Source: an optimization exercise on an open RTL-to-GDS flow (aim: small area). Production flows keep margins and buffers that such runs may drop. The RTL was checked by simulation tests, not by an equivalence proof against the original design. No driver is modelled on the clock port, so clock power and skew are understated where the tree is cut down; a real chip needs a root buffer or a tree. Power and IR drop assume default switching activity.

==> build 32 <==
==> flow/design.v (excerpt) <==
module cmplx_mult(
input logic clk,
input logic [10-1:0] switches,
output logic [8-1:0] LED,
output logic [6:0] HEX0,
output logic [6:0] HEX1,
output logic [6:0] HEX2,
output logic [6:0] HEX3,
output logic [6:0] HEX4,
output logic [6:0] HEX5,
output logic [6:0] HEX6,
output logic [6:0] HEX7);
clock: 20.0 ns
lec_check: 0
abc_area: 1
cap_margin: 20
core_margin: 2
core_utilization: 40
gpl_timing_driven: 0
place_density: 0.6
slew_margin: 20
standard.sh (not shown) runs the stock make flow with config.mk's settings and CLKGATE_MAP_FILE= SYNTH_SCRIPT=/design/flow/synth_recipe.tcl, a recipe that flattens the netlist after the stock synthesis.
==> flow/flow/run.sh <==
#!/bin/bash
# Own layout flow: the standard flow (standard.sh), with these changes.
#  1. After the standard synthesis, its combinational logic is mapped again
#     with a stronger ABC script (remap.abc). Every register stays as the
#     standard synthesis made it (same instance, name and cell); so do the
#     full adders. The few buffers Yosys adds for outputs that repeat another
#     net are removed again at floorplan (REMOVE_ABC_BUFFERS).
#  2. The port buffers are made with sky130_fd_sc_hd__buf_1.
set -euo pipefail
W=$PWD
F=$W/flow
R=$W/orfs/results/${FLOW_PLATFORM}/cmplx_mult/base
LIB=$FLOW_HOME/platforms/${FLOW_PLATFORM}/lib/sky130_fd_sc_hd__tt_025C_1v80.lib

# 1. standard synthesis (to 1_2_yosys.v)
bash standard.sh $R/1_2_yosys.v > $W/synth.log 2>&1
cp $R/1_2_yosys.v $W/standard_synth.v

# 2. re-map the combinational logic; registers and full adders are black boxes
# (full adders stay too: ABC maps a full adder to larger separate gates)
FFS=$(grep -oE "sky130_fd_sc_hd__([a-z0-9_]*(df|dl|sdf|edf)[a-z0-9_]*|fa_[0-9])" $W/standard_synth.v | sort -u | tr '\n' ' ')
DONT=""
for c in probe_p_8 probec_p_8 lpflow_bleeder_1 lpflow_clkbufkapwr_1 lpflow_clkbufkapwr_16 \
  lpflow_clkbufkapwr_2 lpflow_clkbufkapwr_4 lpflow_clkbufkapwr_8 lpflow_clkinvkapwr_1 \
  lpflow_clkinvkapwr_16 lpflow_clkinvkapwr_2 lpflow_clkinvkapwr_4 lpflow_clkinvkapwr_8 \
  lpflow_inputiso0n_1 lpflow_inputiso0p_1 lpflow_inputiso1n_1 lpflow_inputiso1p_1 \
  lpflow_inputisolatch_1 lpflow_isobufsrc_1 lpflow_isobufsrc_16 lpflow_isobufsrc_2 \
  lpflow_isobufsrc_4 lpflow_isobufsrc_8 lpflow_isobufsrckapwr_16; do
  DONT="$DONT -dont_use sky130_fd_sc_hd__$c"
done
cat > $W/remap.ys <<EOF
read_liberty -ignore_miss_func $LIB
blackbox $FFS
read_verilog $W/standard_synth.v
hierarchy -top $FLOW_TOP
flatten
opt_clean
abc -liberty $LIB $DONT -script $F/remap.abc
opt_clean -purge
hilomap -singleton -hicell sky130_fd_sc_hd__conb_1 HI -locell sky130_fd_sc_hd__conb_1 LO
insbuf -buf sky130_fd_sc_hd__buf_4 A X
splitnets
opt_clean -purge
tee -o $W/remap_stat.txt stat -liberty $LIB
write_verilog -noattr -nohex -nodec $W/remapped.v
EOF
yosys -s $W/remap.ys > $W/remap.log 2>&1
cp $W/remapped.v $R/1_2_yosys.v

# 3. the rest of the standard flow
if [[ -n "${X_SKIP_LAYOUT:-}" ]]; then exit 0; fi
export BUFFER_PORTS_ARGS="-buffer_cell sky130_fd_sc_hd__buf_1"
export CTS_ARGS="${X_CTS_ARGS:--sink_clustering_enable -repair_clock_nets -dont_use_dummy_load -buf_list sky130_fd_sc_hd__clkbuf_4 -sink_clustering_size 30 -sink_clustering_max_diameter 100}"
export SKIP_REPAIR_TIE_FANOUT=${X_SKIP_TIE:-1}
export POST_CTS_TCL=$F/post_cts.tcl
export X_CLK_PORT=clk
export REMOVE_ABC_BUFFERS=1
bash standard.sh > $W/layout.log 2>&1
==> flow/flow/post_cts.tcl <==
set my_groups [expr { [info exists ::env(X_CLK_GROUPS)] ? $::env(X_CLK_GROUPS) : 4 }]
set my_buf [expr { [info exists ::env(X_CLK_BUF)] ? $::env(X_CLK_BUF) : "sky130_fd_sc_hd__clkbuf_8" }]
set block [ord::get_db_block]
set db [ord::get_db]
set clk_net [$block findNet [expr { [info exists ::env(X_CLK_PORT)] ? $::env(X_CLK_PORT) : "clk" }]]

# the flip-flop clock pins, and the buffers and nets TritonCTS made
set sinks {}
set old_insts {}
set old_nets {}
foreach inst [$block getInsts] {
  if { [string match "clkbuf_*" [$inst getName]] } {
    lappend old_insts $inst
    set onet [[$inst findITerm X] getNet]
    if { $onet ne "NULL" } { lappend old_nets $onet }
    continue
  }
  set it [$inst findITerm CLK]
  if { $it ne "NULL" && [[$it getMTerm] getSigType] eq "CLOCK" || ($it ne "NULL" && [$it getNet] ne "NULL" && [[$it getNet] getSigType] eq "CLOCK") } {
    lappend sinks $it
  }
}
puts "post_cts: [llength $sinks] clock sinks, [llength $old_insts] old buffers"
foreach it $sinks { $it disconnect }
foreach inst $old_insts { odb::dbInst_destroy $inst }
foreach net $old_nets { if { [$net getName] ne [$clk_net getName] } { odb::dbNet_destroy $net } }

# split the sinks into groups of equal size: by x into X_CLK_COLS (default 2)
# columns, then each column by y
set my_cols [expr { [info exists ::env(X_CLK_COLS)] ? $::env(X_CLK_COLS) : 2 }]
set keyed {}
foreach it $sinks {
  set loc [[$it getInst] getLocation]
  lappend keyed [list [lindex $loc 0] [lindex $loc 1] $it]
}
set keyed [lsort -integer -index 0 $keyed]
set n [llength $keyed]
set groups {}
set per_col [expr { $my_groups / $my_cols }]
for { set c 0 } { $c < $my_cols } { incr c } {
  set col [lrange $keyed [expr { $c * $n / $my_cols }] [expr { ($c + 1) * $n / $my_cols - 1 }]]
  set col [lsort -integer -index 1 $col]
  set m [llength $col]
  for { set r 0 } { $r < $per_col } { incr r } {
    lappend groups [lrange $col [expr { $r * $m / $per_col }] [expr { ($r + 1) * $m / $per_col - 1 }]]
  }
}
set master [$db findMaster $my_buf]
set g 0
foreach grp $groups {
  set net [odb::dbNet_create $block "clknet_g$g"]
  $net setSigType CLOCK
  set sx 0; set sy 0
  foreach e $grp {
    [lindex $e 2] connect $net
    incr sx [lindex $e 0]; incr sy [lindex $e 1]
  }
  set cnt [llength $grp]
  set buf [odb::dbInst_create $block $master "clkbuf_g$g"]
  [$buf findITerm A] connect $clk_net
  [$buf findITerm X] connect $net
  $buf setLocation [expr { $sx / $cnt }] [expr { $sy / $cnt }]
  $buf setPlacementStatus PLACED
  puts "post_cts: group $g: $cnt sinks"
  incr g
}
detailed_placement
estimate_parasitics -placement

proc my_clock_sink_slew { inst } {
  set out [get_pins -of_objects $inst -filter "direction == output"]
  set net [get_nets -of_objects $out]
  set mx 0.0
  foreach p [get_pins -of_objects $net -filter "direction == input"] {
    if { [get_property $p lib_pin_name] ne "CLK" } { continue }
    set s [get_property $p slew_max]
    if { $s > $mx } { set mx $s }
  }
  return $mx
}
array set my_next {
  sky130_fd_sc_hd__clkbuf_1 sky130_fd_sc_hd__clkbuf_2
  sky130_fd_sc_hd__clkbuf_2 sky130_fd_sc_hd__clkbuf_4
  sky130_fd_sc_hd__clkbuf_4 sky130_fd_sc_hd__clkbuf_8
  sky130_fd_sc_hd__clkbuf_8 sky130_fd_sc_hd__clkbuf_16
}
for { set round 0 } { $round < 4 } { incr round } {
  set changed 0
  foreach inst [get_cells clkbuf_g*] {
    set rn [get_property $inst ref_name]
    set s [my_clock_sink_slew $inst]
    puts "post_cts: [get_full_name $inst] $rn sink slew $s"
    if { $s > 0.120 && [info exists my_next($rn)] } {
      puts "post_cts: [get_full_name $inst] -> $my_next($rn)"
      replace_cell $inst [get_lib_cells $my_next($rn)]
      incr changed
    }
  }
  if { $changed == 0 } { break }
  detailed_placement
  estimate_parasitics -placement
}
Other scripts of this flow, unchanged in this note and not shown: flow/flow/remap.abc
==> build 62: changes against build 32 <==
--- a/flow/flow/run.sh
+++ b/flow/flow/run.sh
@@ -1,9 +1,11 @@
 #!/bin/bash
-# Own layout flow: the standard flow (standard.sh), with these changes.
+# Own layout flow: the standard flow (standard.sh), with two changes.
 #  1. After the standard synthesis, its combinational logic is mapped again
 #     with a stronger ABC script (remap.abc). Every register stays as the
-#     standard synthesis made it (same instance, name and cell); so do the
-#     full adders. The few buffers Yosys adds for outputs that repeat another
-#     net are removed again at floorplan (REMOVE_ABC_BUFFERS).
+#     standard synthesis made it: same instance, name and cell.
 #  2. The port buffers are made with sky130_fd_sc_hd__buf_1.
+#  3. Clock tree synthesis uses smaller buffers, larger sink clusters and no
+#     dummy loads; clock buffers whose flip-flops would see a slow clock
+#     edge are then upsized (post_cts.tcl); constant outputs may share tie cells.
+# Each tool's full output goes to a log file in the work folder.
 set -euo pipefail
@@ -50,3 +52,2 @@
 # 3. the rest of the standard flow
-if [[ -n "${X_SKIP_LAYOUT:-}" ]]; then exit 0; fi
 export BUFFER_PORTS_ARGS="-buffer_cell sky130_fd_sc_hd__buf_1"
@@ -55,3 +56,2 @@
 export POST_CTS_TCL=$F/post_cts.tcl
-export X_CLK_PORT=clk
 export REMOVE_ABC_BUFFERS=1
==> flow/flow/post_cts.tcl (replaced) <==
proc my_clock_sink_slew { inst } {
  set out [get_pins -of_objects $inst -filter "direction == output"]
  set net [get_nets -of_objects $out]
  set mx 0.0
  foreach p [get_pins -of_objects $net -filter "direction == input"] {
    if { [get_property $p lib_pin_name] ne "CLK" } { continue }
    set s [get_property $p slew_max]
    if { $s > $mx } { set mx $s }
  }
  return $mx
}
array set my_next {
  sky130_fd_sc_hd__clkbuf_1 sky130_fd_sc_hd__clkbuf_2
  sky130_fd_sc_hd__clkbuf_2 sky130_fd_sc_hd__clkbuf_4
  sky130_fd_sc_hd__clkbuf_4 sky130_fd_sc_hd__clkbuf_8
  sky130_fd_sc_hd__clkbuf_8 sky130_fd_sc_hd__clkbuf_16
}
for { set round 0 } { $round < 4 } { incr round } {
  set changed 0
  foreach inst [get_cells *] {
    set rn [get_property $inst ref_name]
    if { ![info exists my_next($rn)] } { continue }
    set s [my_clock_sink_slew $inst]
    if { $s > 0.112 } {
      puts "post_cts: [get_full_name $inst] $rn sink slew $s -> $my_next($rn)"
      replace_cell $inst [get_lib_cells $my_next($rn)]
      incr changed
    }
  }
  if { $changed == 0 } { break }
  detailed_placement
  estimate_parasitics -placement
}
==> comparison <==
Sequential power is about the same in build 62 and build 32. Cell count: build 62 is larger than build 32 (about 1%). In synthesized cell count, build 62 and build 32 do not differ. Against build 32, the global-route usage of build 62 is higher by 0.79 points. In build 32 the clock skew is lower than in build 62, by 0.012 ns. Against build 32, the register-to-register slack of build 62 is worse by 0.06 ns. Die area is the same in build 32 and build 62.
The clock cells of build 32 come from the design's own scripts or RTL, not from TritonCTS.

[static timing again, ports no longer ideal]
How much do the figures lean on ideal ports? The routed layouts below were timed once more, with nothing changed but the port constraints. Step 1 assumes that a clkbuf_16 drives the clock port and a buf_2 every other input. Step 2 times the ports against the registers' clock, not the clock port: input delays grow and output delays shrink by t, the midpoint of the rising clock arrivals with the driver on. Three values: ideal ports, drivers, drivers and shift; two values: the first two.
| run | shift t [ns] | setup slack, ns | worst register clock-pin slew, ns |
|---|---|---|---|
| build 32 | 0.215 | 9.390 / 9.366 / 9.366 | 0.11 / 0.11 |
| build 62 | 0.430 | 9.389 / 9.365 / 9.365 | 0.11 / 0.11 |
After both steps setup and hold are still met in every run listed.
